This is an optimization exercise on Yosys and OpenROAD, whose aim is small area and a short achievable clock period, not a production implementation.
At most, simulation tests tie the RTL to the original design; equivalence was not proved.
No driver is modelled on the clock port, so clocking that relies on it looks cheaper here than on a real chip.

==> flow/design.v <==
`timescale 1ns/1ps
module fifo #(
    parameter N = 32,
    parameter depth = 3  
)(
    input wire clk,
    input wire reset,
    input wire wr_en,
    input wire rd_en,
    input [N-1:0] din,
    output reg [N-1:0] dout,
    output wire full,
    output reg empty
);
    localparam DEPTH = 2**depth;
    reg [N-1:0] mem [0:DEPTH-1];
    reg [DEPTH-1:0] occ;
    reg [DEPTH-1:0] wr_oh;
    reg [DEPTH-1:0] rd_g;
    assign full = occ[DEPTH-1];
    wire wr_fire = wr_en & ~occ[DEPTH-1];
    wire rd_fire = rd_en & occ[0];
    wire rd_fire_n = ~rd_fire;
    wire wr_only = wr_fire & ~rd_fire;
    wire rd_only = rd_fire & ~wr_fire;
    wire [DEPTH-1:0] wsel = wr_oh & {DEPTH{wr_fire}};
    wire [DEPTH-1:0] rsel = rd_g & {DEPTH{rd_en}};
    wire [DEPTH-1:0] occ_up = {occ[DEPTH-2:0], 1'b1};
    wire [DEPTH-1:0] occ_dn = {1'b0, occ[DEPTH-1:1]};
    wire [DEPTH-1:0] occ_nx = wr_only ? occ_up : (rd_only ? occ_dn : occ);
    wire rd_last = rd_only & ~occ[1];
    wire [DEPTH-1:0] rd_g_inc = {rd_g[DEPTH-2:0], rd_g[DEPTH-1]};
    wire [DEPTH-1:0] rd_g_nx = (wr_oh & {DEPTH{~occ[0] & wr_fire}})
                             | (rd_g_inc & {DEPTH{rd_fire & ~rd_last}})
                             | (rd_g & {DEPTH{rd_fire_n}});
    wire [N-1:0] dout_nx;
    wire [N-1:0] g0, g1, g2;
    genvar b;
    generate
        for (b = 0; b < N; b = b + 1) begin : rd
            fifo_aoi222 u0 (.a1(rsel[0]), .a2(mem[0][b]), .b1(rsel[1]), .b2(mem[1][b]),
                            .c1(rsel[2]), .c2(mem[2][b]), .y(g0[b]));
            fifo_aoi222 u1 (.a1(rsel[3]), .a2(mem[3][b]), .b1(rsel[4]), .b2(mem[4][b]),
                            .c1(rsel[5]), .c2(mem[5][b]), .y(g1[b]));
            fifo_aoi222 u2 (.a1(rsel[6]), .a2(mem[6][b]), .b1(rsel[7]), .b2(mem[7][b]),
                            .c1(rd_fire_n), .c2(dout[b]), .y(g2[b]));
            fifo_nand3 u3 (.a(g0[b]), .b(g1[b]), .c(g2[b]), .y(dout_nx[b]));
        end
    endgenerate
    integer i;
    always @(posedge clk) begin
        for (i = 0; i < DEPTH; i = i + 1)
            if (wsel[i])
                mem[i] <= din;
    end
    always @(posedge clk or posedge reset) begin
        if (reset) begin
            wr_oh <= {{(DEPTH-1){1'b0}}, 1'b1};
            rd_g  <= {DEPTH{1'b0}};
            occ   <= {DEPTH{1'b0}};
            dout  <= 0;
            empty <= 1'b1;
        end else begin
            if (wr_fire)
                wr_oh <= {wr_oh[DEPTH-2:0], wr_oh[DEPTH-1]};
            rd_g  <= rd_g_nx;
            occ   <= occ_nx;
            dout  <= dout_nx;
            empty <= ~occ_nx[0];
        end
    end
endmodule
module fifo_aoi222 (
    input wire a1, a2, b1, b2, c1, c2,
    output wire y
);
    assign y = ~((a1 & a2) | (b1 & b2) | (c1 & c2));
endmodule
module fifo_nand3 (
    input wire a, b, c,
    output wire y
);
    assign y = ~(a & b & c);
endmodule
Settings: LEC_CHECK=0, CAP_MARGIN=20, CORE_MARGIN=2, CORE_UTILIZATION=55, CTS_CLUSTER_DIAMETER=100, CTS_CLUSTER_SIZE=30, SETUP_SLACK_MARGIN=1.45, SLEW_MARGIN=20, SYNTH_HIERARCHICAL=1, SYNTH_MINIMUM_KEEP_SIZE=0; clock period 3.0 ns.
standard.sh (not shown) runs the stock make flow with config.mk's settings and CLKGATE_MAP_FILE= SYNTH_SCRIPT=/design/flow/synth_recipe.tcl, a recipe that flattens the netlist after the stock synthesis.
==> flow/flow/run.sh <==
#!/bin/bash
# Own layout flow: the standard synthesis unchanged, then the standard ORFS
# layout with smaller port buffers, without the delay buffer cells, and with a
# clock tree one level shallower (see cts_hook.tcl).
set -euo pipefail
here=$(pwd)

bash standard.sh synth > synth.log 2>&1

platform_dont_use="sky130_fd_sc_hd__probe_p_8 sky130_fd_sc_hd__probec_p_8 sky130_fd_sc_hd__lpflow_bleeder_1 sky130_fd_sc_hd__lpflow_clkbufkapwr_1 sky130_fd_sc_hd__lpflow_clkbufkapwr_16 sky130_fd_sc_hd__lpflow_clkbufkapwr_2 sky130_fd_sc_hd__lpflow_clkbufkapwr_4 sky130_fd_sc_hd__lpflow_clkbufkapwr_8 sky130_fd_sc_hd__lpflow_clkinvkapwr_1 sky130_fd_sc_hd__lpflow_clkinvkapwr_16 sky130_fd_sc_hd__lpflow_clkinvkapwr_2 sky130_fd_sc_hd__lpflow_clkinvkapwr_4 sky130_fd_sc_hd__lpflow_clkinvkapwr_8 sky130_fd_sc_hd__lpflow_decapkapwr_12 sky130_fd_sc_hd__lpflow_decapkapwr_3 sky130_fd_sc_hd__lpflow_decapkapwr_4 sky130_fd_sc_hd__lpflow_decapkapwr_6 sky130_fd_sc_hd__lpflow_decapkapwr_8 sky130_fd_sc_hd__lpflow_inputiso0n_1 sky130_fd_sc_hd__lpflow_inputiso0p_1 sky130_fd_sc_hd__lpflow_inputiso1n_1 sky130_fd_sc_hd__lpflow_inputiso1p_1 sky130_fd_sc_hd__lpflow_inputisolatch_1 sky130_fd_sc_hd__lpflow_isobufsrc_1 sky130_fd_sc_hd__lpflow_isobufsrc_16 sky130_fd_sc_hd__lpflow_isobufsrc_2 sky130_fd_sc_hd__lpflow_isobufsrc_4 sky130_fd_sc_hd__lpflow_isobufsrc_8 sky130_fd_sc_hd__lpflow_isobufsrckapwr_16 sky130_fd_sc_hd__lpflow_lsbuf_lh_hl_isowell_tap_1 sky130_fd_sc_hd__lpflow_lsbuf_lh_hl_isowell_tap_2 sky130_fd_sc_hd__lpflow_lsbuf_lh_hl_isowell_tap_4 sky130_fd_sc_hd__lpflow_lsbuf_lh_isowell_4 sky130_fd_sc_hd__lpflow_lsbuf_lh_isowell_tap_1 sky130_fd_sc_hd__lpflow_lsbuf_lh_isowell_tap_2 sky130_fd_sc_hd__lpflow_lsbuf_lh_isowell_tap_4"
extra_dont_use="sky130_fd_sc_hd__clkdlybuf4s* sky130_fd_sc_hd__dlygate* sky130_fd_sc_hd__dlymetal*"

bash standard.sh \
  "BUFFER_PORTS_ARGS=-buffer_cell sky130_fd_sc_hd__buf_2" \
  "DONT_USE_CELLS=$platform_dont_use $extra_dont_use" \
  "PRE_CTS_TCL=$here/flow/cts_hook.tcl" \
  finish > layout.log 2>&1
Other scripts of this flow, unchanged in this note and not shown: flow/flow/cts_hook.tcl
Then changed:
==> flow/design.v (replaced) <==
`timescale 1ns/1ps
module fifo #(
    parameter N = 32,
    parameter depth = 3  
)(
    input wire clk,
    input wire reset,
    input wire wr_en,
    input wire rd_en,
    input [N-1:0] din,
    output reg [N-1:0] dout,
    output reg full,
    output reg empty
);
    localparam DEPTH = 2**depth;
    reg [DEPTH-1:0] wr_oh, rd_oh;    
    reg [N-1:0] mem [0:DEPTH-1];
    reg nempty;
    wire wr_fire = wr_en & ~full;
    wire rd_fire = rd_en & nempty;
    wire rd_fire_n = ~rd_fire;
    wire [DEPTH-1:0] wsel = wr_oh & {DEPTH{wr_fire}};
    wire [DEPTH-1:0] rsel = rd_oh & {DEPTH{rd_fire}};
    wire [DEPTH-1:0] wr_oh_inc = {wr_oh[DEPTH-2:0], wr_oh[DEPTH-1]};
    wire [DEPTH-1:0] rd_oh_inc = {rd_oh[DEPTH-2:0], rd_oh[DEPTH-1]};
    wire [N-1:0] dout_nx;
    wire [N-1:0] g0, g1, g2;
    genvar b;
    generate
        for (b = 0; b < N; b = b + 1) begin : rd
            fifo_aoi222 u0 (.a1(rsel[0]), .a2(mem[0][b]), .b1(rsel[1]), .b2(mem[1][b]),
                            .c1(rsel[2]), .c2(mem[2][b]), .y(g0[b]));
            fifo_aoi222 u1 (.a1(rsel[3]), .a2(mem[3][b]), .b1(rsel[4]), .b2(mem[4][b]),
                            .c1(rsel[5]), .c2(mem[5][b]), .y(g1[b]));
            fifo_aoi222 u2 (.a1(rsel[6]), .a2(mem[6][b]), .b1(rsel[7]), .b2(mem[7][b]),
                            .c1(rd_fire_n), .c2(dout[b]), .y(g2[b]));
            fifo_nand3 u3 (.a(g0[b]), .b(g1[b]), .c(g2[b]), .y(dout_nx[b]));
        end
    endgenerate
    integer i;
    always @(posedge clk) begin
        for (i = 0; i < DEPTH; i = i + 1)
            if (wsel[i])
                mem[i] <= din;
    end
    wire w_meets = |(wr_oh_inc & rd_oh);
    wire r_meets = |(rd_oh_inc & wr_oh);
    wire full_nx  = ~rd_fire & (full | (wr_fire & w_meets));
    wire empty_nx = ~wr_fire & (~nempty | (rd_fire & r_meets));
    always @(posedge clk or posedge reset) begin
        if (reset) begin
            wr_oh  <= {{(DEPTH-1){1'b0}}, 1'b1};
            rd_oh  <= {{(DEPTH-1){1'b0}}, 1'b1};
            dout   <= 0;
            full   <= 1'b0;
            nempty <= 1'b0;
            empty  <= 1'b1;
        end else begin
            if (wr_fire)
                wr_oh <= wr_oh_inc;
            if (rd_fire)
                rd_oh <= rd_oh_inc;
            dout   <= dout_nx;
            full   <= full_nx;
            nempty <= ~empty_nx;
            empty  <= empty_nx;
        end
    end
endmodule
module fifo_aoi222 (
    input wire a1, a2, b1, b2, c1, c2,
    output wire y
);
    assign y = ~((a1 & a2) | (b1 & b2) | (c1 & c2));
endmodule
module fifo_nand3 (
    input wire a, b, c,
    output wire y
);
    assign y = ~(a & b & c);
endmodule
The new run completed with no timing, DRC or antenna violations.
Wire length goes up by about 5%.
Via count goes down by about 1.2%.
Critical path depth goes up by 1.
Register-to-register slack is better by 0.09 ns.
Sequential share of layout area goes up by 3.1 points.
Design area goes down by about 6%.
The RTL of the first run of this note was laid out without a check of its function.

[port drivers added, routing unchanged]
Ports are ideal in the flow. The routed layouts listed here were re-timed in OpenROAD.
Step 1 (the two cells are an assumption about what drives the block):
set clk [get_ports {clk}]
set_driving_cell -lib_cell sky130_fd_sc_hd__clkbuf_16 $clk
set_driving_cell -lib_cell sky130_fd_sc_hd__buf_2 [delete_from_list [all_inputs] $clk]
Step 2 adds t to the input delays and takes it off the output delays; t is the mean of the earliest and latest rising clock arrival at the registers after step 1. Input paths then give back, and output paths get back, about the clock's delay inside the block.
a / b / c = ideal ports / drivers / drivers and shift; a / b = the first two.
run | shift t [ns] | setup slack, ns | hold slack, ns | latest minus earliest clock arrival (ns)
the first run | 0.394 | 1.338 / 1.253 / 1.107 | 0.331 / 0.259 / 0.471 | 0.055 / 0.055
the second run | 0.395 | 1.427 / 1.370 / 1.165 | 0.365 / 0.300 / 0.459 | 0.066 / 0.066
After both steps every run listed still meets setup and hold. For the second run, which loses most, drivers alone change the setup slack by -0.057 ns; drivers and shift together by -0.262 ns.
